Source: an optimization exercise on an open RTL-to-GDS flow (aim: small area, a short achievable clock period and few clock cycles). Production flows keep margins and buffers that such runs may drop. The RTL was checked by simulation tests, not by an equivalence proof against the original design. No activity file was given, so power comes from the tool's default toggle rates.

File: design/flow/design.v
module regfile (
    input  logic        clk,
    input  logic        rst,
    input  logic        we,       
    input  logic [4:0]  wa,
    input  logic [31:0] wd,
    input  logic [4:0]  ra1,
    input  logic [4:0]  ra2,
    output logic [31:0] rd1,
    output logic [31:0] rd2,
    output logic [31:0] x10
);
    logic [31:0] r [0:31];
    logic [31:0] v;
    assign r[0] = 32'b0;
    assign v[0] = 1'b0;
    assign v[10] = 1'b1;
    for (genvar g = 1; g < 32; g++) begin : entry
        if (g == 10) begin : a0reg
            always_ff @(posedge clk) begin
                if (rst) r[g] <= 32'b0;
                else if (we && wa == g) r[g] <= wd;
            end
        end else begin : plain
            always_ff @(posedge clk) begin
                if (we && wa == g) r[g] <= wd;
            end
            always_ff @(posedge clk) begin
                if (rst) v[g] <= 1'b0;
                else if (we && wa == g) v[g] <= 1'b1;
            end
        end
    end
    logic [31:0] o1, o2;
    always_comb begin
        o1 = 32'b0;
        o2 = 32'b0;
        for (int i = 1; i < 32; i++) begin
            o1 = o1 | (r[i] & {32{ra1 == i && v[i]}});
            o2 = o2 | (r[i] & {32{ra2 == i && v[i]}});
        end
    end
    assign rd1 = o1;
    assign rd2 = o2;
    assign x10 = r[10];
endmodule
module muldiv (
    input  logic        clk,
    input  logic        rst,
    input  logic        start,
    input  logic [2:0]  f3,
    input  logic [31:0] a,
    input  logic [31:0] b,
    input  logic [4:0]  rd,
    input  logic        slot,     
    output logic        busy,
    output logic        inj,      
    output logic        inj_r,    
    output logic [4:0]  prd,
    output logic [31:0] result
);
    localparam logic [1:0] IDLE = 2'd0, NORM = 2'd1, RUN = 2'd2, DONE = 2'd3;
    logic [1:0]  state;
    logic [31:0] r1;    
    logic [31:0] r4;    
    logic        ci;    
    logic [31:0] r2;    
    logic [31:0] r3;    
    logic [4:0]  cnt;
    logic        is_div, sel_hi, neg;
    assign busy = (state != IDLE);
    logic sa, sb;
    assign sa = a[31] & ((f3 == 3'd1) | (f3 == 3'd2) | (f3 == 3'd4) | (f3 == 3'd6));
    assign sb = b[31] & ((f3 == 3'd1) | (f3 == 3'd4) | (f3 == 3'd6));
    logic [32:0] ma_x, mb_x;
    assign ma_x = {a ^ {32{sa}}, 1'b1} + {32'b0, sa};
    assign mb_x = {b ^ {32{sb}}, 1'b1} + {32'b0, sb};
    logic [31:0] ma, mb;
    assign ma = ma_x[32:1];
    assign mb = mb_x[32:1];
    logic [5:0] za, zb, z1, z3;
    logic [5:0] kdiff;
    lzc32 lza (.x(ma), .z(za));
    lzc32 lzb (.x(mb), .z(zb));
    assign kdiff = z3 - z1;
    logic [39:0] pp [0:9];
    assign pp[0] = {8'b0, r1};
    assign pp[1] = {8'b0, r4};
    for (genvar i = 0; i < 8; i++) begin : g_pp
        assign pp[i + 2] = {8'b0, r3 & {32{r2[i]}}} << i;
    end
    function automatic logic [39:0] fa_s(input logic [39:0] x, input logic [39:0] y, input logic [39:0] z);
        fa_s = x ^ y ^ z;
    endfunction
    function automatic logic [39:0] fa_c(input logic [39:0] x, input logic [39:0] y, input logic [39:0] z);
        fa_c = {(x[38:0] & y[38:0]) | (x[38:0] & z[38:0]) | (y[38:0] & z[38:0]), 1'b0};
    endfunction
    logic [39:0] s1a, c1a, s1b, c1b, s1c, c1c, s2a, c2a, s2b, c2b, s3a, c3a, s4a, c4a, cx, cy;
    assign s1a = fa_s(pp[2], pp[3], pp[4]);  assign c1a = fa_c(pp[2], pp[3], pp[4]);
    assign s1b = fa_s(pp[5], pp[6], pp[7]);  assign c1b = fa_c(pp[5], pp[6], pp[7]);
    assign s1c = fa_s(pp[8], pp[9], pp[0]);  assign c1c = fa_c(pp[8], pp[9], pp[0]);
    assign s2a = fa_s(s1a, c1a, s1b);        assign c2a = fa_c(s1a, c1a, s1b);
    assign s2b = fa_s(c1b, s1c, c1c);        assign c2b = fa_c(c1b, s1c, c1c);
    assign s3a = fa_s(s2a, c2a, s2b);        assign c3a = fa_c(s2a, c2a, s2b);
    assign s4a = fa_s(s3a, c3a, c2b);        assign c4a = fa_c(s3a, c3a, c2b);
    assign cx  = fa_s(s4a, c4a, pp[1]);      assign cy  = fa_c(s4a, c4a, pp[1]);
    logic [9:0] lsum;       
    assign lsum = {1'b0, cx[7:0], 1'b1} + {1'b0, cy[7:0], ci};
    logic [33:0] dsub;
    assign dsub = {1'b0, r1, 1'b1} + {1'b0, ~r3, 1'b1};
    logic ge;               
    assign ge = dsub[33];
    logic direct, early;
    assign direct = (state == RUN) & ~is_div & ~sel_hi & (cnt == 5'd0);    
    assign early  = (state == NORM) & (z3[5] | (z3 < z1));                  
    assign inj    = slot & ((state == DONE) | direct | early);
    assign inj_r  = slot & ((state == DONE) | direct);      
    logic        mhi;
    logic [31:0] nmask, ra, rb;
    logic [1:0]  rk;
    assign mhi   = sel_hi & ~is_div;
    assign nmask = {32{neg}};
    assign ra    = (mhi ? r1 : (sel_hi ? r1 : r2)) ^ nmask;
    assign rb    = mhi ? (r4 ^ nmask) : 32'b0;
    assign rk    = mhi ? (neg ? {1'b0, ~ci} + {1'b0, r2 == 32'b0} : {1'b0, ci}) : {1'b0, neg};
    logic [31:0] rsum;
    assign rsum  = ra + rb + {30'b0, rk};
    always_comb begin
        if (state == DONE)      result = rsum;
        else if (state == NORM) result = sel_hi ? rsum : {32{z3[5]}};
        else                    result = {lsum[8:1], r2[31:8]};
    end
    always_ff @(posedge clk) begin
        if (rst) begin
            state <= IDLE;
        end else begin
            case (state)
                IDLE: if (start) begin
                    prd    <= rd;
                    is_div <= f3[2];
                    if (f3[2]) begin
                        r1     <= ma;
                        r2     <= 32'b0;
                        r3     <= mb;
                        z1     <= za;
                        z3     <= zb;
                        sel_hi <= f3[1];
                        neg    <= f3[1] ? sa : (sa ^ sb);
                        state  <= NORM;
                    end else begin
                        r1     <= 32'b0;
                        r4     <= 32'b0;
                        ci     <= 1'b0;
                        r2     <= mb;
                        r3     <= ma;
                        sel_hi <= (f3[1:0] != 2'd0);
                        neg    <= sa ^ sb;
                        cnt    <= 5'd3;
                        state  <= RUN;
                    end
                end
                NORM: begin
                    if (z3[5]) begin
                        r2    <= 32'hFFFF_FFFF;
                        neg   <= neg & sel_hi;
                        state <= slot ? IDLE : DONE;
                    end else if (z3 < z1) begin
                        state <= slot ? IDLE : DONE;
                    end else begin
                        r3    <= r3 << kdiff[4:0];
                        cnt   <= kdiff[4:0];
                        state <= RUN;
                    end
                end
                RUN: begin
                    if (is_div) begin
                        if (ge) r1 <= dsub[32:1];
                        r2 <= {r2[30:0], ge};
                        r3 <= {1'b0, r3[31:1]};
                    end else begin
                        r1 <= cx[39:8];
                        r4 <= cy[39:8];
                        ci <= lsum[9];
                        r2 <= {lsum[8:1], r2[31:8]};
                    end
                    cnt <= cnt - 5'd1;
                    if (cnt == 5'd0) state <= (direct & slot) ? IDLE : DONE;
                end
                DONE: if (slot) state <= IDLE;
            endcase
        end
    end
endmodule
module lzc32 (
    input  logic [31:0] x,
    output logic [5:0]  z
);
    logic [15:0] v1;  logic [0:0] c1 [0:15];
    logic [7:0]  v2;  logic [1:0] c2 [0:7];
    logic [3:0]  v3;  logic [2:0] c3 [0:3];
    logic [1:0]  v4;  logic [3:0] c4 [0:1];
    for (genvar i = 0; i < 16; i++) begin : l1
        assign v1[i] = x[2*i+1] | x[2*i];
        assign c1[i] = ~x[2*i+1];
    end
    for (genvar i = 0; i < 8; i++) begin : l2
        assign v2[i] = v1[2*i+1] | v1[2*i];
        assign c2[i] = v1[2*i+1] ? {1'b0, c1[2*i+1]} : {1'b1, c1[2*i]};
    end
    for (genvar i = 0; i < 4; i++) begin : l3
        assign v3[i] = v2[2*i+1] | v2[2*i];
        assign c3[i] = v2[2*i+1] ? {1'b0, c2[2*i+1]} : {1'b1, c2[2*i]};
    end
    for (genvar i = 0; i < 2; i++) begin : l4
        assign v4[i] = v3[2*i+1] | v3[2*i];
        assign c4[i] = v3[2*i+1] ? {1'b0, c3[2*i+1]} : {1'b1, c3[2*i]};
    end
    assign z = (v4[1] | v4[0]) ? {1'b0, v4[1] ? {1'b0, c4[1]} : {1'b1, c4[0]}} : 6'd32;
endmodule
module rv32im_core #(
    parameter DATA_WIDTH = 32
) (
    input   logic clk,
    input   logic rst,
    output  logic [DATA_WIDTH-1:0] imem_addr,
    input   logic [DATA_WIDTH-1:0] imem_rdata,
    output  logic [DATA_WIDTH-1:0] dmem_addr,
    output  logic                  dmem_we,
    output  logic [1:0]            dmem_size,
    output  logic [DATA_WIDTH-1:0] dmem_wdata,
    input   logic [DATA_WIDTH-1:0] dmem_rdata,
    output  logic [DATA_WIDTH-1:0] a0
);
    logic [9:0]  pc_f;
    logic [31:0] ins_d;
    logic [9:0]  pc_d;
    logic        v_d, pred_d;
    logic        v_e, we_e, ld_e, st_e, br_e, jalr_e, md_e;
    logic        c_eq_e, c_lt_e, c_ltu_e, c_inv_e;
    logic [4:0]  shamt_e;
    logic        we_ev, ld_ev, md_ev;       
    logic [31:0] rv1_e, rv2_e, bop_e;
    logic [10:0] alt_e;
    logic [2:0]  f3_e;
    logic [4:0]  rd_e;
    logic        sub_e, sadd_e, sslt_e, ssltu_e, sxor_e, sor_e, sand_e, ssh_e, slink_e;
    logic        shl_e, sha_e;
    logic        we_m, ld_m, st_m;
    logic [31:0] res_m, sd_m;
    logic [4:0]  rd_m;
    logic [2:0]  f3_m;
    logic [1:0]  sz_m;
    logic        we_rf;
    logic [31:0] wd_rf;
    logic [4:0]  wa_rf;
    logic        redir_e;
    logic [9:0]  tgt_e;
    logic        stall_d;
    logic [31:0] res_e, mres;
    logic        u_busy, u_inj, u_injr;
    logic [4:0]  u_rd;
    logic [31:0] u_res;
    assign imem_addr = {20'b0, pc_f, 2'b00};
    logic       f_jal, f_bb, f_pred;
    logic [9:0] f_tj, f_tb, f_inc, f_next;
    assign f_jal  = (imem_rdata[6:2] == 5'b11011);
    assign f_bb   = (imem_rdata[6:2] == 5'b11000) & imem_rdata[31];
    assign f_pred = f_jal | f_bb;
    add10 f_addj (.a(pc_f), .b({imem_rdata[20], imem_rdata[30:22]}), .s(f_tj));
    add10 f_addb (.a(pc_f), .b({imem_rdata[7], imem_rdata[30:25], imem_rdata[11:9]}), .s(f_tb));
    assign f_inc  = pc_f + 10'd1;
    assign f_next = f_jal ? f_tj : (f_bb ? f_tb : f_inc);
    always_ff @(posedge clk) begin
        if (rst) begin
            pc_f <= 10'd0;
        end else if (redir_e) begin
            pc_f <= tgt_e;
        end else if (!stall_d) begin
            pc_f <= f_next;
        end
    end
    always_ff @(posedge clk) begin
        if (rst | redir_e) v_d <= 1'b0;
        else if (!stall_d) v_d <= 1'b1;
        if (!stall_d) begin
            ins_d  <= imem_rdata;
            pc_d   <= pc_f;
            pred_d <= f_pred;
        end
    end
    logic [4:0] op;
    logic [2:0] f3;
    logic is_lui, is_auipc, is_jal, is_jalr, is_br, is_ld, is_st, is_opi, is_op;
    assign op  = ins_d[6:2];
    assign f3  = ins_d[14:12];
    assign is_lui   = (op == 5'b01101);
    assign is_auipc = (op == 5'b00101);
    assign is_jal   = (op == 5'b11011);
    assign is_jalr  = (op == 5'b11001);
    assign is_br    = (op == 5'b11000);
    assign is_ld    = (op == 5'b00000);
    assign is_st    = (op == 5'b01000);
    assign is_opi   = (op == 5'b00100);
    assign is_op    = (op == 5'b01100);
    logic [4:0] rs1, rs2, rd;
    assign rs1 = (is_lui | is_auipc | is_jal) ? 5'd0 : ins_d[19:15];
    assign rs2 = ins_d[24:20];
    assign rd  = ins_d[11:7];
    logic rd_nz, use2, wr_d, ld_d, md_d;
    assign rd_nz = (rd != 5'd0);
    assign use2  = is_br | is_st | is_op;
    assign md_d  = is_op & ins_d[25] & rd_nz;
    assign ld_d  = is_ld & rd_nz;
    assign wr_d  = (is_lui | is_auipc | is_jal | is_jalr | is_ld | is_opi | (is_op & ~ins_d[25])) & rd_nz;
    logic [31:0] rv1, rv2;
    regfile rf (
        .clk(clk), .rst(rst),
        .we(we_rf), .wa(wa_rf), .wd(wd_rf),
        .ra1(rs1), .ra2(rs2),
        .rd1(rv1), .rd2(rv2),
        .x10(a0)
    );
    logic fe1, fm1, fe2, fm2, fu1, fu2;
    assign we_ev = we_e & v_e;
    assign ld_ev = ld_e & v_e;
    assign md_ev = md_e & v_e;
    assign fe1 = we_ev & (rs1 == rd_e);
    assign fm1 = we_m & (rs1 == rd_m);
    assign fe2 = we_ev & (rs2 == rd_e);
    assign fm2 = we_m & (rs2 == rd_m);
    assign fu1 = u_inj & (rs1 == u_rd);
    assign fu2 = u_inj & (rs2 == u_rd);
    logic [31:0] o1, o2;
    assign o1 = fe1 ? res_e : (fm1 ? mres : (fu1 ? u_res : rv1));
    assign o2 = fe2 ? res_e : (fm2 ? mres : (fu2 ? u_res : rv2));
    logic hz_late, hz_waw, hz_unit, hz_busy;
    assign hz_late = (ld_ev | md_ev) & ((rs1 == rd_e) | (use2 & (rs2 == rd_e)));
    assign hz_waw  = md_ev & (wr_d | md_d) & (rd == rd_e);
    assign hz_busy = u_busy & ~u_injr & ((rs1 == u_rd) | (use2 & (rs2 == u_rd)) | ((wr_d | md_d) & (rd == u_rd)));
    assign hz_unit = md_d & ((u_busy & ~u_injr) | md_ev);
    assign stall_d = v_d & (hz_late | hz_waw | hz_busy | hz_unit);
    logic go_d;       
    assign go_d = v_d & ~stall_d & ~redir_e;
    logic [10:0] pc1_d;
    logic [9:0]  btgt_d;
    assign pc1_d  = {1'b0, pc_d} + 11'd1;
    assign btgt_d = pc_d + {ins_d[7], ins_d[30:25], ins_d[11:9]};
    logic [31:0] imm_d;
    always_comb begin
        if (is_st)         imm_d = {{20{ins_d[31]}}, ins_d[31:25], ins_d[11:7]};
        else if (is_lui)   imm_d = {ins_d[31:12], 12'b0};
        else if (is_auipc) imm_d = {ins_d[31:12], pc_d, 2'b00};
        else if (is_jal)   imm_d = {19'b0, pc1_d, 2'b00};
        else               imm_d = {{20{ins_d[31]}}, ins_d[31:20]};
    end
    logic alu_rr, alu_ri, alu, sub_d;
    assign alu_rr = is_op & ~ins_d[25];
    assign alu_ri = is_opi;
    assign alu    = alu_rr | alu_ri;
    assign sub_d  = is_br | (alu & ((f3 == 3'd2) | (f3 == 3'd3))) | (alu_rr & (f3 == 3'd0) & ins_d[30]);
    logic [31:0] b_d;
    assign b_d = (is_op | is_br) ? o2 : imm_d;
    always_ff @(posedge clk) begin
        if (rst) v_e <= 1'b0;
        else     v_e <= go_d;
        we_e    <= wr_d;
        ld_e    <= ld_d;
        st_e    <= is_st;
        br_e    <= is_br;
        jalr_e  <= is_jalr;
        md_e    <= md_d;
        c_eq_e  <= ~f3[2];
        c_lt_e  <= f3[2] & ~f3[1];
        c_ltu_e <= f3[2] & f3[1];
        c_inv_e <= f3[0] ^ pred_d;
        shamt_e <= b_d[4:0];
        rv1_e   <= o1;
        rv2_e   <= o2;
        bop_e   <= sub_d ? ~b_d : b_d;
        alt_e   <= (is_jalr | pred_d) ? pc1_d : {1'b0, btgt_d};
        f3_e    <= f3;
        rd_e    <= rd;
        sub_e   <= sub_d;
        sadd_e  <= ~(alu | is_jalr) | (alu & (f3 == 3'd0));
        sslt_e  <= alu & (f3 == 3'd2);
        ssltu_e <= alu & (f3 == 3'd3);
        sxor_e  <= alu & (f3 == 3'd4);
        sor_e   <= alu & (f3 == 3'd6);
        sand_e  <= alu & (f3 == 3'd7);
        ssh_e   <= alu & ((f3 == 3'd1) | (f3 == 3'd5));
        slink_e <= is_jalr;
        shl_e   <= ~f3[2];
        sha_e   <= ins_d[30];
    end
    logic [31:0] a, b;
    assign a = rv1_e;
    assign b = bop_e;
    logic [33:0] sumx;
    logic [32:0] sum;
    assign sumx = {1'b0, a, 1'b1} + {1'b0, b, sub_e};
    assign sum  = sumx[33:1];
    logic eq, lt, ltu;
    assign eq  = (rv1_e == rv2_e);
    assign ltu = ~sum[32];
    assign lt  = (a[31] ^ ~b[31]) ? a[31] : sum[31];
    logic [31:0] sh_in, sh_out, sh_rev;
    logic [4:0]  shamt;
    assign shamt = shamt_e;
    always_comb begin
        for (int i = 0; i < 32; i++) sh_in[i] = shl_e ? a[31 - i] : a[i];
    end
    assign sh_out = 32'($signed({sha_e & ~shl_e & a[31], sh_in}) >>> shamt);
    always_comb begin
        for (int i = 0; i < 32; i++) sh_rev[i] = shl_e ? sh_out[31 - i] : sh_out[i];
    end
    assign res_e = ({32{sadd_e}}  & sum[31:0])
                 | ({32{sslt_e}}  & {31'b0, lt})
                 | ({32{ssltu_e}} & {31'b0, ltu})
                 | ({32{sxor_e}}  & (a ^ b))
                 | ({32{sor_e}}   & (a | b))
                 | ({32{sand_e}}  & (a & b))
                 | ({32{ssh_e}}   & sh_rev)
                 | ({32{slink_e}} & {19'b0, alt_e, 2'b00});
    logic taken;
    assign taken   = (c_eq_e & eq) | (c_lt_e & lt) | (c_ltu_e & ltu);
    assign redir_e = v_e & ((br_e & (taken ^ c_inv_e)) | jalr_e);
    assign tgt_e   = jalr_e ? sum[11:2] : alt_e[9:0];
    muldiv mdu (
        .clk(clk), .rst(rst),
        .start(md_ev), .f3(f3_e), .a(rv1_e), .b(rv2_e), .rd(rd_e),
        .slot(~we_m),
        .busy(u_busy), .inj(u_inj), .inj_r(u_injr), .prd(u_rd), .result(u_res)
    );
    always_ff @(posedge clk) begin
        if (rst) begin
            we_m <= 1'b0; ld_m <= 1'b0; st_m <= 1'b0;
        end else begin
            we_m <= we_ev; ld_m <= ld_ev; st_m <= st_e & v_e;
        end
        res_m <= res_e;
        sd_m  <= rv2_e;
        rd_m  <= rd_e;
        f3_m  <= f3_e;
        sz_m  <= f3_e[1:0];
    end
    assign dmem_addr  = res_m;
    assign dmem_we    = st_m;
    assign dmem_size  = sz_m;
    assign dmem_wdata = sd_m;
    always_comb begin
        mres = res_m;
        if (ld_m) begin
            case (f3_m)
                3'd0: mres = {{24{dmem_rdata[7]}}, dmem_rdata[7:0]};
                3'd1: mres = {{16{dmem_rdata[15]}}, dmem_rdata[15:0]};
                3'd4: mres = {24'b0, dmem_rdata[7:0]};
                3'd5: mres = {16'b0, dmem_rdata[15:0]};
                default: mres = dmem_rdata;
            endcase
        end
    end
    assign we_rf = we_m | u_inj;
    assign wa_rf = u_inj ? u_rd : rd_m;
    assign wd_rf = u_inj ? u_res : mres;
endmodule
module add10 (
    input  logic [9:0] a,
    input  logic [9:0] b,
    output logic [9:0] s
);
    logic [9:0] g0, p0, g1, p1, g2, p2, g3, p3, g4;
    assign g0 = a & b;
    assign p0 = a ^ b;
    assign g1 = g0 | (p0 & {g0[8:0], 1'b0});
    assign p1 = p0 & {p0[8:0], 1'b0};
    assign g2 = g1 | (p1 & {g1[7:0], 2'b0});
    assign p2 = p1 & {p1[7:0], 2'b0};
    assign g3 = g2 | (p2 & {g2[5:0], 4'b0});
    assign p3 = p2 & {p2[5:0], 4'b0};
    assign g4 = g3 | (p3 & {g3[1:0], 8'b0});
    assign s  = p0 ^ {g4[8:0], 1'b0};
endmodule
File: design/flow/flow/run.sh
#!/bin/bash
# Layout flow: the standard layout (standard.sh, every ORFS step unchanged)
# with two settings changed:
#  * SETUP_SLACK_MARGIN: timing repair (floorplan, CTS, global route) is asked
#    for more setup slack than the standard settings allow, so that it also
#    speeds up paths that already meet the 20 ns clock. The clock period and
#    the constraints (constraint.sdc) are the design's own.
#  * BUFFER_PORTS_ARGS: the buffers that global placement puts on every input
#    and output port are sky130_fd_sc_hd__buf_4 instead of the default choice
#    (a clkdlybuf4s50 delay cell).
# ORFS writes each step's full log under orfs/logs/; make's own output goes to
# standard.log in this folder.
set -euo pipefail
bash standard.sh SETUP_SLACK_MARGIN=14.6 "BUFFER_PORTS_ARGS=-buffer_cell sky130_fd_sc_hd__buf_4" finish > standard.log 2>&1
File: design/flow/standard.sh
#!/bin/bash
# synth_recipe.tcl (not shown) runs the flow's synth.tcl, then flattens the netlist and writes it again
# the make line also repeats each setting of config.mk as NAME=value (left out here)
make -C /OpenROAD-flow-scripts/flow DESIGN_CONFIG=/design/flow/config.mk WORK_HOME=/design/flow/orfs CLKGATE_MAP_FILE= SYNTH_SCRIPT=/design/flow/synth_recipe.tcl "${@:-finish}"
File: design/flow/config.mk
export PLATFORM = sky130hd
export DESIGN_NAME = rv32im_core
export DESIGN_NICKNAME = rv32im_core
export VERILOG_FILES = /design/flow/design.v
export SDC_FILE = /design/flow/constraint.sdc
export NUM_CORES = 8
export LEC_CHECK = 0
export CAP_MARGIN = 20
export CORE_MARGIN = 2
export CORE_UTILIZATION = 40
export SLEW_MARGIN = 20
File: design/flow/constraint.sdc
create_clock -name core_clock -period 20.0 [get_ports {clk}]
set_input_delay 4.0000 -clock core_clock [delete_from_list [all_inputs] [get_ports {clk}]]
set_output_delay 4.0000 -clock core_clock [all_outputs]
set_load 0.01 [all_outputs]
==> results of run 1 <==
[what timing repair did]
action                                  4_1_cts  5_1_grt
gates cloned                                 12        3
resized for setup                           258      173
endpoints found under the setup margin      983      760
setup buffers                                85       67
hold buffers                                  0        0
pin swaps                                    24       37
[layer usage]
layer	global-route usage, %	vias up	wire length, um	part of all wire (%)
met4	28.8	31	43000	9.6
met1	46.3	40100	153000	34
li1	-	32300	-	-
met2	54.0	7812	179000	40
met5	2.08	-	862	0.19
met3	16.5	2277	71600	16
[cells in the mapped netlist (69+ instances only)]
master    number  area [sq um]
xnor2_1      241          2110
a222oi_1      89           891
and2_1       172          1080
mux4_2        69          1550
a31oi_1       77           482
nand3_1      166           831
nand2_1      699          2620
dfxtp_1      290          5810
buf_1         94           353
nor4_1        76           475
inv_1        611          2290
a221oi_1     152          1330
o21ai_0      346          1730
nor2_1       549          2060
a211oi_1      72           541
nand4_1      139           870
ha_1         235          2940
fa_1         251          5020
xor2_1        94           823
mux2i_1      142          1420
nor3_1       123           616
clkbuf_1     537          2020
a21o_1        90           676
a21oi_1      435          2180
a22oi_1      604          4530
a22o_1       140          1230
edfxtp_1    1155         34700
[where the power goes]
part	switching [W]	internal [W]
clock	0.00137	0.00173
combinational	0.00444	0.00266
sequential	0.000268	0.00381
[cell type report]
type | instances | area share (%)
Multi-Input combinational cell | 5839 | 44.1
Clock inverter | 88 | 1.02
Antenna cell | 24 | 0.0583
Clock buffer | 206 | 4.27
Tap cell | 2871 | 3.49
Inverter | 621 | 2.30
Sequential cell | 1445 | 39.6
Timing Repair Buffer | 627 | 5.16
[through the flow]
stage | worst slack (ps) | hold WS [ps] | std cells | area, sq um | util (%)
floorplan | 14190 | 329 | 8567 | 89100 | -
global placement | 12750 | 440 | 11200 | 94200 | 42.9
detailed placement | 12730 | 440 | 11200 | 94200 | 42.9
CTS | 14460 | 462 | 11600 | 101000 | 46.2
global route | 14450 | 470 | 11700 | 103000 | 46.9
finish | 14270 | 467 | 11700 | 103000 | 46.9
[cells by family (layout without fill, tap and decap cells)]
family                     after synthesis  after routing  synth area share [%]
DFF                                   1445           1445                  45.9
other                                    1             46               0.00425
AOI/OAI and AO/OA                     2458           2461                  19.6
and+or+nand+nor                       2260           2263                  12.5
muxes                                  266            271                  4.07
adders and majority gates              487            487                  9.03
buffers and inverters                 1294           1542                  5.63
xor gates and xnor gates               335            335                  3.32
[worst paths after layout]
| kind | slack (ps) | from | to | depth (start not counted) |
|---|---|---|---|---|
| max reg2reg | 14270 | ins_d[19]$_DFFE_PN_ | rv1_e[2]$_DFF_P_ | 12 |
| max | 14270 | ins_d[19]$_DFFE_PN_ | rv1_e[2]$_DFF_P_ | 12 |
| min | 470 | rd_e[1]$_DFF_P_ | rd_m[1]$_DFF_P_ | 0 |
| min reg2reg | 470 | rd_e[1]$_DFF_P_ | rd_m[1]$_DFF_P_ | 0 |
[registers in the layout, summed over array words and instances (netlist names), 6 cells and up]
signal and count:
rf.v 30, mdu.r2 32, rf.r 992, mdu.r4 32, pc_d 10, mdu.r3 32, bop_e 32, alt_e 11
mdu.r1 32, ins_d 30, sd_m 32, res_m 32, mdu.z3 6, rv1_e 32, mdu.z1 6, rv2_e 32
pc_f 10
==> impl_metrics.csv, run 1 <==
group,metric,value,unit
logic_synthesis,netlist_area,0.0883,sq mm
cells_and_area,num-fill-cells,20200,
critical_path,cpMostUsedCell,"buf_4",
power_and_ir_drop,vdd_drop_max,346,uV
critical_path,end_kind,"flip-flop",
floorplan,core,0.220,sq mm
detailed_routing,ant_nets,0,
timing,maxSlewViolCount,0,
detailed_routing,first_pass_iters,12,
cells_and_area,layout_commonest_cell,"edfxtp_1",
status,run_status,"timing/DRC/antenna clean",
timing,finalCritPeriodShare,28.6,%
cells_and_area,layout-drive-gt1-share,17.2,%
detailed_routing,drt_wl_total,448000,um
cells_and_area,regArea,0.0407,sq mm
cells_and_area,mostFrequentLayoutCells,"edfxtp_1 (1155), nand2_1 (684), a22oi_1 (601)",
cts,cts_root_buf,"clkbuf_16",
flow_run,drv_cap,0,
timing,max_freq,175,MHz
power_and_ir_drop,p_per_area,139,mW/mm^2
cells_and_area,area_growth,16.6,%
critical_path,cp_slowest_cell,"a2111oi_2",
logic_synthesis,syn_area_per_cell,10.3,sq um
detailed_routing,via_per_inst,7.04,
floorplan,io_pins,197,
logic_synthesis,ys_seq_elements,1445,
timing,clock_skew,87.3,ps
critical_path,start_kind,"flip-flop",
hold_path,hold_class,"flip-flop to flip-flop",
cts,cts_buffers,158,
timing,slew_headroom,8.29,%
critical_path,worstPathArrival,6440,ps
power_and_ir_drop,power_leakage,38.5,nW
placed_design,gp_congestion,1.02,
logic_synthesis,synth_edf_count,1155,
detailed_routing,num_vias,82500,
critical_path,crit_chain,"buf_4, clkinv_1, nor2_1, nor4_2, buf_4, a221oi_1, and3_1, nand4_1, a2111oi_2, o22ai_1, nand2_1, o21ai_0",
placed_design,dp_hpwl,287000,um
floorplan,initial_core_util,40.2,%
timing,hold_violations,0,
cts,cts_tree,"yes",
cts,cts.sinks,1445,
critical_path,cpPeakStageDelay,1200,ps
cts,clkTransAtPathRegs,60,ps
floorplan,die_x,474,um
placed_design,portBuffers,172,
logic_synthesis,yosysSeqAreaShare,45.9,%
power_and_ir_drop,p_total,0.0143,W
critical_path,worstSetupPathType,"flip-flop to flip-flop",
grt,antenna_found_initial,29,
logic_synthesis,yosysWarnings,10,
critical_path,crit_family,"compound AO/OA/AOI/OAI gates",
logic_synthesis,synth_cell_type_count,101,
floorplan,rows,172,
logic_synthesis,ys.flop_type,"edfxtp_1",
cts,cts_buffer_depth,3,
grt,track_usage,38.4,%
timing,worstMarginPinSlew,1370,ps
timing,tns,0,ps
timing,setup_viol,0,
timing,rsz0062_at_grt,"yes",
floorplan,die_y,474,um
floorplan,die_area,0.224,sq mm
logic_synthesis,synthArstFlopShare,0,%
cells_and_area,num-nets-final,9244,
detailed_routing,route.detailed.drc,0,
grt,grt_max_degree,60,
timing,fin_crit,5730,ps
grt,grt_pass1_vias,77100,
detailed_routing,wl_per_cell,38.2,um
logic_synthesis,synth_cells,8546,
critical_path,crit_path_max_fanout,25,
grt,grt_pass1_wl,606000,um
cts,clock_latency,900,ps
critical_path,cp_num_buf_inv,3,
grt,grt.overflow.total,0,
cells_and_area,multiInputGateArea,0.0454,sq mm
critical_path,cp.required,20710,ps
cts,htree_levels,4,
detailed_routing,drt_iter0_drc,16900,
Testbench counts, summed over its fixed seeds: cycles 39,946.
==> run 2: changes to the inputs <==
--- a/design/flow/design.v
+++ b/design/flow/design.v
@@ -32,14 +32,8 @@
         end
     end
     logic [31:0] o1, o2;
-    always_comb begin
-        o1 = 32'b0;
-        o2 = 32'b0;
-        for (int i = 1; i < 32; i++) begin
-            o1 = o1 | (r[i] & {32{ra1 == i && v[i]}});
-            o2 = o2 | (r[i] & {32{ra2 == i && v[i]}});
-        end
-    end
+    assign o1 = r[ra1] & {32{v[ra1]}};
+    assign o2 = r[ra2] & {32{v[ra2]}};
     assign rd1 = o1;
     assign rd2 = o2;
     assign x10 = r[10];
@@ -83,6 +77,12 @@
     lzc32 lza (.x(ma), .z(za));
     lzc32 lzb (.x(mb), .z(zb));
     assign kdiff = z3 - z1;
+    logic [6:0] zsum;
+    logic       mfirst, mhe, mnz;
+    assign zsum   = {1'b0, z1} + {1'b0, z3};
+    assign mfirst = (state == RUN) & ~is_div & (cnt == 5'd3);
+    assign mhe    = mfirst & sel_hi & (zsum[6] | zsum[5]);
+    assign mnz    = ~z1[5] & ~z3[5];       
     logic [39:0] pp [0:9];
     assign pp[0] = {8'b0, r1};
     assign pp[1] = {8'b0, r4};
@@ -106,15 +106,11 @@
     assign cx  = fa_s(s4a, c4a, pp[1]);      assign cy  = fa_c(s4a, c4a, pp[1]);
     logic [9:0] lsum;       
     assign lsum = {1'b0, cx[7:0], 1'b1} + {1'b0, cy[7:0], ci};
-    logic [33:0] dsub;
-    assign dsub = {1'b0, r1, 1'b1} + {1'b0, ~r3, 1'b1};
-    logic ge;               
-    assign ge = dsub[33];
     logic direct, early;
-    assign direct = (state == RUN) & ~is_div & ~sel_hi & (cnt == 5'd0);    
+    assign direct = 1'b0;    
     assign early  = (state == NORM) & (z3[5] | (z3 < z1));                  
-    assign inj    = slot & ((state == DONE) | direct | early);
-    assign inj_r  = slot & ((state == DONE) | direct);      
+    assign inj    = slot & ((state == DONE) | direct | early | mhe);
+    assign inj_r  = slot & ((state == DONE) | direct | mhe);      
     logic        mhi;
     logic [31:0] nmask, ra, rb;
     logic [1:0]  rk;
@@ -123,12 +119,16 @@
     assign ra    = (mhi ? r1 : (sel_hi ? r1 : r2)) ^ nmask;
     assign rb    = mhi ? (r4 ^ nmask) : 32'b0;
     assign rk    = mhi ? (neg ? {1'b0, ~ci} + {1'b0, r2 == 32'b0} : {1'b0, ci}) : {1'b0, neg};
-    logic [31:0] rsum;
-    assign rsum  = ra + rb + {30'b0, rk};
+    logic        divrun;
+    logic [32:0] rsum;
+    assign divrun = is_div & (state == RUN);
+    assign rsum   = {1'b0, divrun ? r1 : ra} + {1'b0, divrun ? ~r3 : rb} + {31'b0, divrun ? 2'd1 : rk};
+    logic ge;               
+    assign ge = rsum[32];
     always_comb begin
-        if (state == DONE)      result = rsum;
-        else if (state == NORM) result = sel_hi ? rsum : {32{z3[5]}};
-        else                    result = {lsum[8:1], r2[31:8]};
+        if (state == DONE)      result = rsum[31:0];
+        else if (state == NORM) result = sel_hi ? rsum[31:0] : {32{z3[5]}};
+        else                    result = {32{neg & mnz}};      
     end
     always_ff @(posedge clk) begin
         if (rst) begin
@@ -153,6 +153,8 @@
                         ci     <= 1'b0;
                         r2     <= mb;
                         r3     <= ma;
+                        z1     <= za;
+                        z3     <= zb;
                         sel_hi <= (f3[1:0] != 2'd0);
                         neg    <= sa ^ sb;
                         cnt    <= 5'd3;
@@ -174,9 +176,11 @@
                 end
                 RUN: begin
                     if (is_div) begin
-                        if (ge) r1 <= dsub[32:1];
+                        if (ge) r1 <= rsum[31:0];
                         r2 <= {r2[30:0], ge};
                         r3 <= {1'b0, r3[31:1]};
+                    end else if (mhe) begin
+                        r2 <= {31'b0, mnz};      
                     end else begin
                         r1 <= cx[39:8];
                         r4 <= cy[39:8];
@@ -184,7 +188,8 @@
                         r2 <= {lsum[8:1], r2[31:8]};
                     end
                     cnt <= cnt - 5'd1;
-                    if (cnt == 5'd0) state <= (direct & slot) ? IDLE : DONE;
+                    if (mhe) state <= slot ? IDLE : DONE;
+                    else if (cnt == 5'd0) state <= (direct & slot) ? IDLE : DONE;
                 end
                 DONE: if (slot) state <= IDLE;
             endcase
--- a/design/flow/flow/run.sh
+++ b/design/flow/flow/run.sh
@@ -11,4 +11,4 @@
 # ORFS writes each step's full log under orfs/logs/; make's own output goes to
 # standard.log in this folder.
 set -euo pipefail
-bash standard.sh SETUP_SLACK_MARGIN=14.6 "BUFFER_PORTS_ARGS=-buffer_cell sky130_fd_sc_hd__buf_4" finish > standard.log 2>&1
+bash standard.sh SETUP_SLACK_MARGIN=14.8 "BUFFER_PORTS_ARGS=-buffer_cell sky130_fd_sc_hd__buf_4" finish > standard.log 2>&1
--- a/design/flow/config.mk
+++ b/design/flow/config.mk
@@ -7,5 +7,7 @@
 export LEC_CHECK = 0
 export CAP_MARGIN = 20
 export CORE_MARGIN = 2
-export CORE_UTILIZATION = 40
+export CORE_UTILIZATION = 50
+export CTS_CLUSTER_DIAMETER = 60
+export CTS_CLUSTER_SIZE = 20
 export SLEW_MARGIN = 20
==> impl_metrics.csv, run 2 <==
group,metric,value,unit
detailed_routing,num_vias,84800,
logic_synthesis,synth_cells,8556,
grt,track_usage,49.6,%
hold_path,hold_depth,1,
critical_path,cpPeakStageDelay,870,ps
critical_path,r2r-start,"ins_d[5]$_DFFE_PN_",
cts,clock_latency,880,ps
critical_path,cp_slowest_cell,"a31oi_1",
grt,busiest_layer,"met2",
critical_path,crit_chain,"and4b_1, o21ai_2, buf_4, nand3_2, nor2_4, buf_4, a221o_1, nor2_1, a31oi_1, o22ai_1, o21ai_0",
cells_and_area,layout-drive-gt1-share,18.8,%
floorplan,die_x,426,um
logic_synthesis,synth.top_cells.by_area,"edfxtp_1 (39%), dfxtp_1 (6.5%), fa_1 (5.6%)",
power_and_ir_drop,power_leakage,38.4,nW
grt,grt_max_degree,67,
grt,grtUsageMet3,20.7,%
grt,antenna_found_initial,29,
logic_synthesis,synth_most_common_cell,"edfxtp_1",
floorplan,core,0.176,sq mm
floorplan,initial_core_util,50.4,%
logic_synthesis,synthTopCellsByCount,"edfxtp_1 (1155), nand2_1 (732), a22oi_1 (622)",
timing,maxSlewViolCount,0,
logic_synthesis,netlist.top_cell.by_area,"edfxtp_1",
critical_path,cpMostUsedCell,"buf_4",
logic_synthesis,ys.flop_type,"edfxtp_1",
timing,max_freq,180,MHz
critical_path,cp.required,20770,ps
cells_and_area,layout_commonest_cell,"edfxtp_1",
cells_and_area,mostFrequentLayoutCells,"edfxtp_1 (1155), nand2_1 (721), a22oi_1 (621)",
hold_path,hold_class,"flip-flop to flip-flop",
timing,clock_skew,75.6,ps
placed_design,portBuffers,172,
hold_path,hp-start,"st_e$_DFF_P_",
timing,tns,0,ps
timing,finalCritPeriodShare,27.8,%
logic_synthesis,syn_area_per_cell,10.4,sq um
cts,cts_root_buf,"clkbuf_16",
floorplan,io_pins,197,
flow_run,drv_cap,0,
timing,rsz0062_at_grt,"yes",
status,run_status,"timing/DRC/antenna clean",
cts,cts_buffer_depth,3,
grt,met1_usage,58.2,%
critical_path,worstPathArrival,6320,ps
logic_synthesis,synthArstFlopShare,0,%
cts,cts_tree,"yes",
hold_path,worst_hold_path.endpoint,"st_m$_SDFF_PP0_",
grt,grt_pass1_vias,77900,
cts,cts_buffers,118,
critical_path,start_kind,"flip-flop",
critical_path,rrSetupSlack,14450,ps
detailed_routing,drt_iter0_drc,16400,
critical_path,crit_family,"simple AND/OR/NAND/NOR gates",
detailed_routing,drt_wl_total,468000,um
critical_path,cp_num_buf_inv,2,
placed_design,dp_hpwl,300000,um
logic_synthesis,synth_edf_count,1155,
logic_synthesis,yosysSeqAreaShare,45.5,%
cells_and_area,num-nets-final,9270,
power_and_ir_drop,p_per_area,130,mW/mm^2
timing,fin_crit,5550,ps
cts,cts.sinks,1445,
cells_and_area,largest_register_ffs,992,
cts,htree_levels,3,
placed_design,gp_congestion,1.03,
timing,worstMarginPinSlew,1320,ps
grt,grt.overflow.total,0,
grt,use_met2,70.6,%
floorplan,die_area,0.181,sq mm
grt,grt_pass1_wl,625000,um
detailed_routing,wl_per_cell,41.7,um
detailed_routing,via_per_inst,7.56,
critical_path,r2r-end,"rv1_e[7]$_DFF_P_",
cells_and_area,area_growth,16.1,%
critical_path,worstSetupPathType,"flip-flop to flip-flop",
floorplan,rows,154,
floorplan,die_y,426,um
detailed_routing,ant_nets,0,
detailed_routing,route.detailed.drc,0,
logic_synthesis,ys_seq_elements,1445,
cts,clkTransAtPathRegs,80,ps
timing,hold_violations,0,
timing,setup_viol,0,
cells_and_area,largest-register,"rf.r",
power_and_ir_drop,vdd_drop_max,135,uV
critical_path,r2r_cells,11,
cells_and_area,finish.utilization,58.5,%
critical_path,crit_path_max_fanout,20,
logic_synthesis,synth_cell_type_count,114,
power_and_ir_drop,p_total,0.0134,W
timing,slew_headroom,11.9,%
detailed_routing,first_pass_iters,13,
critical_path,end_kind,"flip-flop",
logic_synthesis,synth_top_area_share,39.0,%
logic_synthesis,netlist_area,0.0890,sq mm
logic_synthesis,yosysWarnings,10,
==> run 2: cell types whose count changed after synthesis, sizes merged, moves of 33 or more <==
cell	previous run	this run
a21oi	436	403
o21ai	354	310
nor2	550	444
o22ai	58	129
xnor2	241	184
nor3	124	160
inv	614	580
nand2	699	732
==> run 2: worst max-delay path by stage <==
stage	start	end	slack, ps	cells past startpoint
global route	imem_rdata[9]	pc_f[6]$_SDFFE_PP0P_	14460	13
detailed placement	mdu.state[0]$_SDFFE_PP0P_	rf.r[10][31]$_SDFFE_PP0P_	12760	25
CTS	imem_rdata[9]	pc_f[6]$_SDFFE_PP0P_	14520	13
floorplan	imem_rdata[22]	pc_f[6]$_SDFFE_PP0P_	13990	13
global placement	mdu.state[0]$_SDFFE_PP0P_	rf.r[10][31]$_SDFFE_PP0P_	12770	25
finish	ins_d[5]$_DFFE_PN_	rv1_e[7]$_DFF_P_	14450	11
==> run 2: what timing repair did <==
item,4_1_cts,5_1_grt
cloned,18,13
setup buffers,127,85
pin swaps,61,78
hold endpoints to repair,0,0
endpoints found under the setup margin,1272,1245
hold buffers,0,0
gates resized for setup,445,183
==> run 2: cell type report <==
type	count	area [sq um]
inverter	585	2220
multi-input combinational	5872	46700
clock inverter	74	905
fill	14900	73200
timing repair buffer	719	6560
clock buffer	150	3180
tap	2340	2930
antenna	24	60.1
sequential	1445	40800
==> run 2: report_power, final <==
part           leakage (nW)  internal (W)  switching, W
clock                  1.98       0.00126       0.00129
sequential             13.0       0.00376      0.000264
combinational          23.4       0.00240       0.00443
==> run 2: kinds of logic (layout without fill, tap and decap cells) <==
logic type	count (synthesis)	count (layout)	share of synthesized area (%)
compound gates	2514	2528	20.2
mux	301	308	4.71
fa+ha+maj	463	463	8.62
simple gates	2255	2258	12.5
xor+xnor	293	293	2.91
buf+inv	1284	1528	5.63
other cells	1	46	0.00421
flops	1445	1445	45.5
==> run 2: layer usage <==
layer	wire length, um	vias to the layer above
li1	-	32800
met1	151000	40800
met2	190000	8459
met3	74600	2684
met4	52100	32
met5	511	-
==> run 2: through the flow <==
step	hold WS, ps	cell area, sq um	std cells	setup WS (ps)
4_1_cts	427	101000	11100	14520
3_3_place_gp	417	94500	10700	12770
3_5_place_dp	412	94500	10700	12760
5_1_grt	448	103000	11200	14460
6_report	427	103000	11200	14450
2_1_floorplan	326	90000	8577	13990
Testbench counts of run 2, summed over its fixed seeds: cycles 38,201.
==> run 3: changes to the inputs <==
--- a/design/flow/design.v
+++ b/design/flow/design.v
@@ -4,8 +4,10 @@
     input  logic        we,       
     input  logic [4:0]  wa,
     input  logic [31:0] wd,
-    input  logic [4:0]  ra1,
-    input  logic [4:0]  ra2,
+    input  logic [3:0]  ra1_lo,
+    input  logic [7:0]  ra1_hi,
+    input  logic [3:0]  ra2_lo,
+    input  logic [7:0]  ra2_hi,
     output logic [31:0] rd1,
     output logic [31:0] rd2,
     output logic [31:0] x10
@@ -32,8 +34,14 @@
         end
     end
     logic [31:0] o1, o2;
-    assign o1 = r[ra1] & {32{v[ra1]}};
-    assign o2 = r[ra2] & {32{v[ra2]}};
+    always_comb begin
+        o1 = 32'b0;
+        o2 = 32'b0;
+        for (int i = 1; i < 32; i++) begin
+            o1 = o1 | (r[i] & {32{ra1_lo[i % 4] & ra1_hi[i / 4] & v[i]}});
+            o2 = o2 | (r[i] & {32{ra2_lo[i % 4] & ra2_hi[i / 4] & v[i]}});
+        end
+    end
     assign rd1 = o1;
     assign rd2 = o2;
     assign x10 = r[10];
@@ -42,6 +50,8 @@
     input  logic        clk,
     input  logic        rst,
     input  logic        start,
+    input  logic        sga,      
+    input  logic        sgb,      
     input  logic [2:0]  f3,
     input  logic [31:0] a,
     input  logic [31:0] b,
@@ -64,8 +74,8 @@
     logic        is_div, sel_hi, neg;
     assign busy = (state != IDLE);
     logic sa, sb;
-    assign sa = a[31] & ((f3 == 3'd1) | (f3 == 3'd2) | (f3 == 3'd4) | (f3 == 3'd6));
-    assign sb = b[31] & ((f3 == 3'd1) | (f3 == 3'd4) | (f3 == 3'd6));
+    assign sa = a[31] & sga;
+    assign sb = b[31] & sgb;
     logic [32:0] ma_x, mb_x;
     assign ma_x = {a ^ {32{sa}}, 1'b1} + {32'b0, sa};
     assign mb_x = {b ^ {32{sb}}, 1'b1} + {32'b0, sb};
@@ -241,6 +251,7 @@
     logic [9:0]  pc_d;
     logic        v_d, pred_d;
     logic        v_e, we_e, ld_e, st_e, br_e, jalr_e, md_e;
+    logic        sga_e, sgb_e;      
     logic        c_eq_e, c_lt_e, c_ltu_e, c_inv_e;
     logic [4:0]  shamt_e;
     logic        we_ev, ld_ev, md_ev;       
@@ -275,15 +286,23 @@
     add10 f_addb (.a(pc_f), .b({imem_rdata[7], imem_rdata[30:25], imem_rdata[11:9]}), .s(f_tb));
     assign f_inc  = pc_f + 10'd1;
     assign f_next = f_jal ? f_tj : (f_bb ? f_tb : f_inc);
+    logic       pc_keep;
+    logic [9:0] pc_alt, next_d;
+    assign pc_keep = rst | redir_e | stall_d;
+    assign pc_alt  = rst ? 10'd0 : (redir_e ? tgt_e : next_d);
     always_ff @(posedge clk) begin
-        if (rst) begin
-            pc_f <= 10'd0;
-        end else if (redir_e) begin
-            pc_f <= tgt_e;
-        end else if (!stall_d) begin
-            pc_f <= f_next;
-        end
+        pc_f <= pc_keep ? pc_alt : f_next;
     end
+    logic       f_nors1;
+    logic [4:0] f_rs1;
+    logic [3:0] f_r1lo, f_r2lo, r1lo_d, r2lo_d;
+    logic [7:0] f_r1hi, f_r2hi, r1hi_d, r2hi_d;
+    assign f_nors1 = (imem_rdata[6:2] == 5'b01101) | (imem_rdata[6:2] == 5'b00101) | (imem_rdata[6:2] == 5'b11011);
+    assign f_rs1   = f_nors1 ? 5'd0 : imem_rdata[19:15];
+    assign f_r1lo  = 4'b0001 << f_rs1[1:0];
+    assign f_r1hi  = 8'b0000_0001 << f_rs1[4:2];
+    assign f_r2lo  = 4'b0001 << imem_rdata[21:20];
+    assign f_r2hi  = 8'b0000_0001 << imem_rdata[24:22];
     always_ff @(posedge clk) begin
         if (rst | redir_e) v_d <= 1'b0;
         else if (!stall_d) v_d <= 1'b1;
@@ -291,6 +310,10 @@
             ins_d  <= imem_rdata;
             pc_d   <= pc_f;
             pred_d <= f_pred;
+            r1lo_d <= f_r1lo;
+            r1hi_d <= f_r1hi;
+            r2lo_d <= f_r2lo;
+            r2hi_d <= f_r2hi;
         end
     end
     logic [4:0] op;
@@ -321,7 +344,7 @@
     regfile rf (
         .clk(clk), .rst(rst),
         .we(we_rf), .wa(wa_rf), .wd(wd_rf),
-        .ra1(rs1), .ra2(rs2),
+        .ra1_lo(r1lo_d), .ra1_hi(r1hi_d), .ra2_lo(r2lo_d), .ra2_hi(r2hi_d),
         .rd1(rv1), .rd2(rv2),
         .x10(a0)
     );
@@ -347,9 +370,11 @@
     logic go_d;       
     assign go_d = v_d & ~stall_d & ~redir_e;
     logic [10:0] pc1_d;
-    logic [9:0]  btgt_d;
+    logic [9:0]  btgt_d, jtgt_d;
     assign pc1_d  = {1'b0, pc_d} + 11'd1;
     assign btgt_d = pc_d + {ins_d[7], ins_d[30:25], ins_d[11:9]};
+    assign jtgt_d = pc_d + {ins_d[20], ins_d[30:22]};
+    assign next_d = pred_d ? (is_jal ? jtgt_d : btgt_d) : pc1_d[9:0];
     logic [31:0] imm_d;
     always_comb begin
         if (is_st)         imm_d = {{20{ins_d[31]}}, ins_d[31:25], ins_d[11:7]};
@@ -374,6 +399,8 @@
         br_e    <= is_br;
         jalr_e  <= is_jalr;
         md_e    <= md_d;
+        sga_e   <= (f3 == 3'd1) | (f3 == 3'd2) | (f3 == 3'd4) | (f3 == 3'd6);
+        sgb_e   <= (f3 == 3'd1) | (f3 == 3'd4) | (f3 == 3'd6);
         c_eq_e  <= ~f3[2];
         c_lt_e  <= f3[2] & ~f3[1];
         c_ltu_e <= f3[2] & f3[1];
@@ -432,7 +459,7 @@
     assign tgt_e   = jalr_e ? sum[11:2] : alt_e[9:0];
     muldiv mdu (
         .clk(clk), .rst(rst),
-        .start(md_ev), .f3(f3_e), .a(rv1_e), .b(rv2_e), .rd(rd_e),
+        .start(md_ev), .sga(sga_e), .sgb(sgb_e), .f3(f3_e), .a(rv1_e), .b(rv2_e), .rd(rd_e),
         .slot(~we_m),
         .busy(u_busy), .inj(u_inj), .inj_r(u_injr), .prd(u_rd), .result(u_res)
     );
@@ -446,7 +473,7 @@
         sd_m  <= rv2_e;
         rd_m  <= rd_e;
         f3_m  <= f3_e;
-        sz_m  <= f3_e[1:0];
+        sz_m  <= f3_e[1:0] & {2{st_e}};     
     end
     assign dmem_addr  = res_m;
     assign dmem_we    = st_m;
--- a/design/flow/config.mk
+++ b/design/flow/config.mk
@@ -7,7 +7,7 @@
 export LEC_CHECK = 0
 export CAP_MARGIN = 20
 export CORE_MARGIN = 2
-export CORE_UTILIZATION = 50
+export CORE_UTILIZATION = 55
 export CTS_CLUSTER_DIAMETER = 60
 export CTS_CLUSTER_SIZE = 20
 export SLEW_MARGIN = 20
==> impl_metrics.csv, run 3 <==
group,metric,value,unit
logic_synthesis,synth.top_cells.by_area,"edfxtp_1 (40%), dfxtp_1 (6.6%), fa_1 (5.7%)",
logic_synthesis,netlist.top_cell.by_area,"edfxtp_1",
critical_path,cp_slowest_cell,"dfxtp_4",
power_and_ir_drop,power_leakage,37.6,nW
grt,grt.overflow.total,0,
placed_design,place_ws,12650,ps
cells_and_area,mostFrequentLayoutCells,"edfxtp_1 (1179), nand2_1 (608), inv_1 (573)",
cells_and_area,layout-drive-gt1-share,18.3,%
placed_design,portBuffers,172,
detailed_routing,ant_nets,0,
floorplan,core,0.160,sq mm
logic_synthesis,synth_cells,8351,
logic_synthesis,yosysSeqAreaShare,46.6,%
timing,rsz0062_at_grt,"yes",
timing,hold_violations,0,
detailed_routing,via_per_inst,7.75,
cts,cts.sinks,1473,
status,run_status,"timing/DRC/antenna clean",
cts,clkTransAtPathRegs,80,ps
logic_synthesis,synth_top_area_share,39.9,%
timing,worstMarginPinSlew,1320,ps
placed_design,gp_congestion,1.02,
floorplan,die_y,406,um
cts,cts_buffers,117,
critical_path,crit_path_max_fanout,2,
critical_path,start_kind,"flip-flop",
logic_synthesis,ys.flop_type,"edfxtp_1",
floorplan,initial_core_util,55.3,%
timing,fin_crit,5380,ps
critical_path,crit_chain,"buf_6",
cts,htree_levels,3,
floorplan,rows,147,
critical_path,cpPeakStageDelay,450,ps
timing,holdWs,465,ps
power_and_ir_drop,vdd_drop_max,225,uV
logic_synthesis,synthArstFlopShare,0,%
floorplan,die_area,0.164,sq mm
detailed_routing,route.detailed.drc,0,
detailed_routing,wl_per_cell,40.7,um
detailed_routing,num_vias,82900,
timing,setup_viol,0,
timing,maxSlewViolCount,0,
placed_design,dp_hpwl,273000,um
logic_synthesis,synth_edf_count,1179,
grt,antenna_found_initial,25,
timing,setup_slack,14620,ps
critical_path,worstSetupPathType,"flip-flop to output pin",
detailed_routing,first_pass_iters,13,
critical_path,cp_num_buf_inv,1,
timing,finalCritPeriodShare,26.9,%
cells_and_area,area_growth,15.0,%
cells_and_area,largest_register_ffs,992,
critical_path,crit_family,"flip-flops",
power_and_ir_drop,p_per_area,128,mW/mm^2
detailed_routing,drt_wl_total,435000,um
cells_and_area,layout_commonest_cell,"edfxtp_1",
timing,slew_headroom,10.9,%
cells_and_area,largest-register,"rf.r",
logic_synthesis,synth_most_common_cell,"edfxtp_1",
cts,ctsHoldBuffers,0,
timing,clock_skew,102,ps
detailed_routing,drt_iter0_drc,17700,
cts,cts_buffer_depth,3,
floorplan,die_x,406,um
flow_run,drv_cap,0,
cts,clock_latency,850,ps
logic_synthesis,ys_seq_elements,1473,
logic_synthesis,netlist_area,0.0887,sq mm
cells_and_area,num-nets-final,8949,
logic_synthesis,yosysWarnings,10,
grt,grt_pass1_wl,589000,um
logic_synthesis,syn_area_per_cell,10.6,sq um
grt,track_usage,51.3,%
floorplan,io_pins,197,
cts,cts_tree,"yes",
critical_path,end_kind,"output pin",
timing,tns,0,ps
cells_and_area,num-fill-cells,12900,
critical_path,cp.required,16000,ps
timing,max_freq,186,MHz
grt,grt_pass1_vias,75700,
logic_synthesis,synth_cell_type_count,112,
hold_path,hold_class,"flip-flop to flip-flop",
logic_synthesis,synthTopCellsByCount,"edfxtp_1 (1179), nand2_1 (629), clkbuf_1 (584), inv_1 (584), a22oi_1 (454)",
grt,grt_max_degree,68,
critical_path,worstPathArrival,1380,ps
cts,cts_root_buf,"clkbuf_16",
[run 3: cell count changes after synthesis, sizes merged, moves of 26 or more]
cell | before | now
a221oi | 155 | 293
a22o | 127 | 241
a22oi | 622 | 454
buf | 158 | 125
clkbuf | 541 | 587
nand2 | 732 | 630
nand3 | 180 | 104
nand4 | 129 | 200
nor2 | 444 | 413
nor3 | 160 | 134
o221ai | 63 | 12
[run 3: through the flow]
stage	utilization (%)	instance area, sq um	std cells	power [W]
after floorplan	-	89600	8372	0.00737
after global placement	58.0	93100	10200	0.00965
after detailed placement	58.1	93100	10200	0.00968
after CTS	62.6	100000	10600	0.0125
after global routing	63.6	102000	10700	0.0136
final	63.6	102000	10700	0.0130
[run 3: area by class of cell]
| class | count | area (sq um) | area share, % |
|---|---|---|---|
| flip-flops and latches | 1473 | 41600 | 40.8 |
| inverters | 593 | 2270 | 2.22 |
| diodes | 25 | 62.6 | 0.0613 |
| well taps | 2160 | 2700 | 2.65 |
| clock buffers | 146 | 3100 | 3.04 |
| multi-input cells | 5613 | 45400 | 44.5 |
| repair buffers | 618 | 5730 | 5.62 |
| clock inverters | 76 | 1170 | 1.15 |
[run 3: path summary, 6_finish.rpt]
path | depth (start not counted) | endpoint | startpoint | slack [ps]
worst max-delay path | 1 | a0[28] | rf.r[10][28]$_SDFFE_PP0P_ | 14620
worst min register to register | 0 | rd_m[2]$_DFF_P_ | rd_e[2]$_DFF_P_ | 460
worst max register to register | 13 | mdu.z1[0]$_SDFFCE_PP0P_ | rv1_e[31]$_DFF_P_ | 14730
worst min-delay path | 0 | rd_m[2]$_DFF_P_ | rd_e[2]$_DFF_P_ | 460
[run 3: what timing repair did]
item,4_1_cts,5_1_grt
gates resized for setup,487,151
cloned,17,8
endpoints found under the setup margin,1270,828
buffers inserted,113,68
pin swaps,55,73
[run 3: per-layer routing]
| metal | track usage, % | vias to the layer above | share of wire, % |
|---|---|---|---|
| li1 | - | 31800 | - |
| met4 | 39.8 | 32 | 10 |
| met5 | 1.75 | - | 0.15 |
| met1 | 61.8 | 39900 | 33 |
| met2 | 71.7 | 8530 | 40 |
| met3 | 22.2 | 2659 | 17 |
[run 3: report_power, final]
| group | internal [W] | switching, W | total (W) |
|---|---|---|---|
| logic | 0.00232 | 0.00402 | 0.00634 |
| registers | 0.00376 | 0.000277 | 0.00404 |
| clock network | 0.00132 | 0.00132 | 0.00264 |
| total | 0.00740 | 0.00562 | 0.0130 |
[run 3: logic make-up (layout without fill, tap and decap cells)]
family | count (synthesis) | after routing | synth area share [%]
flops | 1473 | 1473 | 46.6
simple gates | 2060 | 2060 | 11.6
buf+inv | 1305 | 1433 | 5.72
compound gates | 2459 | 2471 | 20.0
fa+ha+maj | 469 | 469 | 8.73
xor+xnor | 302 | 302 | 2.98
other cells | 1 | 47 | 0.00423
mux | 282 | 289 | 4.40
Testbench counts of run 3, summed over its fixed seeds: cycles 38,201.
==> run 4: changes to the inputs <==
==> design/flow/config.mk (replaced) <==
export PLATFORM = sky130hd
export DESIGN_NAME = rv32im_core
export DESIGN_NICKNAME = rv32im_core
export VERILOG_FILES = /design/flow/design.v
export SDC_FILE = /design/flow/constraint.sdc
export NUM_CORES = 8
export LEC_CHECK = 0
export CAP_MARGIN = 30
export CORE_MARGIN = 2
export CORE_UTILIZATION = 58
export CTS_CLUSTER_DIAMETER = 60
export CTS_CLUSTER_SIZE = 20
export SLEW_MARGIN = 30
==> impl_metrics.csv, run 4 <==
group,metric,value,unit
hold_path,worst_hold_path.endpoint,"v_e$_SDFF_PP0_",
grt,grt_max_degree,76,
cts,cts_tree,"yes",
grt,grt_pass1_wl,578000,um
floorplan,die_area,0.156,sq mm
detailed_routing,top_layer_used,"met5",
power_and_ir_drop,p_total,0.0130,W
floorplan,die_x,395,um
timing,tns,0,ps
detailed_routing,wl_met1,136000,um
timing,maxSlewViolCount,0,
power_and_ir_drop,p_per_area,127,mW/mm^2
logic_synthesis,syn_area_per_cell,10.6,sq um
cells_and_area,mostFrequentLayoutCells,"edfxtp_1 (1179), nand2_1 (607), inv_1 (571)",
cts,htree_levels,3,
hold_path,hold_class,"flip-flop to flip-flop",
cells_and_area,largest_register_ffs,992,
logic_synthesis,synthArstFlopShare,0,%
floorplan,rows,143,
critical_path,rrSetupSlack,14590,ps
hold_path,hp-start,"v_d$_SDFFE_PN0N_",
critical_path,startpoint,"dmem_rdata[7]",
detailed_routing,num_vias,82800,
logic_synthesis,synthTopCellsByCount,"edfxtp_1 (1179), nand2_1 (629), clkbuf_1 (584), inv_1 (584), a22oi_1 (454)",
timing,slew_headroom,9.32,%
cts,clkTransAtPathRegs,80,ps
critical_path,crit_path_max_fanout,5,
placed_design,place_ws,13040,ps
status,run_status,"timing/DRC/antenna clean",
grt,antenna_found_initial,32,
critical_path,r2r_cells,19,
grt,track_usage,52.2,%
timing,holdWs,467,ps
grt,grt.overflow.total,0,
timing,fin_crit,5570,ps
logic_synthesis,netlist_area,0.0887,sq mm
placed_design,gp_congestion,1.04,
critical_path,cp.required,20660,ps
cts,cts_buffer_depth,3,
detailed_routing,via_per_inst,7.81,
power_and_ir_drop,power_leakage,37.8,nW
critical_path,r2r-end,"bop_e[8]$_DFF_P_",
grt,grt_pass1_vias,76100,
logic_synthesis,ys.flop_type,"edfxtp_1",
logic_synthesis,netlist.top_cell.by_area,"edfxtp_1",
floorplan,core,0.152,sq mm
flow_run,drv_cap,0,
timing,clock_skew,110,ps
cts,cts.sinks,1473,
logic_synthesis,synth_edf_count,1179,
critical_path,cp_slowest_cell,"or4b_4",
critical_path,end_kind,"flip-flop",
cts,cts_root_buf,"clkbuf_16",
detailed_routing,ant_nets,0,
power_and_ir_drop,vdd_drop_max,254,uV
logic_synthesis,synth_most_common_cell,"edfxtp_1",
detailed_routing,drt_iter0_drc,18300,
detailed_routing,wl_per_cell,39.9,um
placed_design,dp_hpwl,264000,um
detailed_routing,detailroute.wirelength.met3,73300,um
timing,worstMarginPinSlew,1350,ps
critical_path,worstPathArrival,6230,ps
floorplan,initial_core_util,58.4,%
logic_synthesis,synth_cells,8351,
floorplan,io_pins,197,
timing,max_freq,179,MHz
cells_and_area,stdcell_area,0.102,sq mm
logic_synthesis,yosysSeqAreaShare,46.6,%
placed_design,portBuffers,172,
logic_synthesis,synth.top_cells.by_area,"edfxtp_1 (40%), dfxtp_1 (6.6%), fa_1 (5.7%)",
cts,cts_buffers,117,
timing,setup_viol,0,
timing,setup_slack,14430,ps
critical_path,cpPeakStageDelay,580,ps
critical_path,worstSetupPathType,"input pin to flip-flop",
timing,hold_violations,0,
critical_path,start_kind,"input pin",
cells_and_area,num-nets-final,8978,
floorplan,die_y,395,um
critical_path,r2r-start,"mdu.r2[18]$_DFFE_PP_",
logic_synthesis,yosysWarnings,10,
cells_and_area,layout-drive-gt1-share,18.7,%
cells_and_area,area_growth,15.5,%
detailed_routing,route.detailed.drc,0,
cells_and_area,layout_commonest_cell,"edfxtp_1",
logic_synthesis,synth_cell_type_count,112,
timing,rsz0062_at_grt,"yes",
hold_path,hold_depth,1,
logic_synthesis,synth_top_area_share,39.9,%
critical_path,crit_chain,"buf_12, or4b_4, buf_4, buf_8, a31oi_4, a21oi_2, a2bb2oi_4, a21oi_4, xnor2_2",
cts,clock_latency,860,ps
detailed_routing,first_pass_iters,13,
placed_design,dpl_cell_area,0.0930,sq mm
detailed_routing,drt_wl_total,423000,um
detailed_routing,wl_met2,168000,um
logic_synthesis,ys_seq_elements,1473,
timing,finalCritPeriodShare,27.9,%
cells_and_area,largest-register,"rf.r",
## run 4: changes by cell type in the layout (fill, tap and decap cells not counted), sizes merged
cell / change
bufinv: +2
bufbuf: -2
mux2: -2
mux2i: -2
inv: -12
buf: +28
o21ai: +4
clkinvlp: +10
clkbuf: -2
nand2: +2
## run 4: final cells by class
class	count	area [sq um]
flip-flops and latches	1473	41600
multi-input cells	5615	45600
repair buffers	644	6100
repair inverters	1	8.76
clock inverters	75	1180
well taps	2030	2540
clock buffers	144	3060
diodes	25	62.6
fillers	11400	49500
inverters	593	2280
## run 4: cells by family (layout without fill, tap and decap cells)
group | count (synthesis) | in the layout | share of synthesized area [%]
XOR/XNOR | 302 | 302 | 2.98
buffers and inverters | 1305 | 1457 | 5.72
multiplexers | 282 | 285 | 4.40
flip-flops | 1473 | 1473 | 46.6
adder cells (fa/ha/maj) | 469 | 469 | 8.73
AO/OA/AOI/OAI | 2459 | 2475 | 20.0
AND/OR/NAND/NOR | 2060 | 2062 | 11.6
other | 1 | 47 | 0.00423
## run 4: critical path: cells and delay by family
family | cells | cell delay, ps
compound gates | 4 | 970
simple gates | 1 | 580
buf+inv | 3 | 420
xor+xnor | 1 | 240
## run 4: timing repair
item                                    4_1_cts  5_1_grt
endpoints found under the setup margin     1574      832
gates cloned                                 20        7
pin swaps                                    60       67
gates resized for setup                     494      174
hold endpoints to repair                      0        0
setup buffers                               131       89
hold buffers                                  0        0
## run 4: worst max path at each step
stage                              to  cells past startpoint  slack [ps]
floorplan             pc_f[9]$_DFF_P_                     11       14270
global placement    bop_e[13]$_DFF_P_                     18       13120
detailed placement  bop_e[13]$_DFF_P_                     18       13040
CTS                 bop_e[12]$_DFF_P_                      8       14510
global route        bop_e[14]$_DFF_P_                     11       14510
finish              bop_e[13]$_DFF_P_                      9       14430
## run 4: layer usage
layer  GRT usage [%]  vias up
li1                -    31900
met1            62.8    39600
met2            72.7     8659
met3            24.2     2706
met4            38.7       32
met5            3.33        -
## run 4: power by group
part / switching [W] / leakage (nW) / internal, W / total (W)
registers: 0.000268 / 13.3 / 0.00376 / 0.00403
logic: 0.00408 / 22.5 / 0.00231 / 0.00638
clock network: 0.00129 / 2.02 / 0.00133 / 0.00262
## run 4: through the flow
step	util, %	cells
after global placement	61.1	10100
after CTS	66.1	10500
after floorplan	-	8372
after global routing	67.4	10600
final	67.4	10600
after detailed placement	61.2	10100

separate check: timing with driven ports:
Ports are ideal in the flow. The routed layouts listed here were re-timed in OpenROAD.
Step 1 sets driving cells, clkbuf_16 on the clock port and buf_2 on the other inputs (assumed; they add their load-dependent delay and slew).
Step 2, shift: input delay + t, output delay - t, t = (earliest + latest rising clock arrival at the registers) / 2. This alone moves slack from input paths to output paths.
Slacks: ideal / step 1 / step 2; pairs: ideal / step 1.
run | t (ns) | setup slack, ns | latest minus earliest clock arrival (ns) | cell pins on the clock port's net
run 1 | 0.951 | 14.274 / 14.274 / 13.642 | 0.088 / 0.088 | 1
run 2 | 0.934 | 14.449 / 14.449 / 13.600 | 0.079 / 0.079 | 1
run 3 | 0.896 | 14.624 / 14.528 / 13.788 | 0.102 / 0.102 | 1
run 4 | 0.892 | 14.427 / 14.447 / 13.554 | 0.111 / 0.111 | 1
After both steps setup and hold are still met in every run listed. For run 4, which loses most, drivers alone change the setup slack by +0.020 ns; drivers and shift together by -0.873 ns.
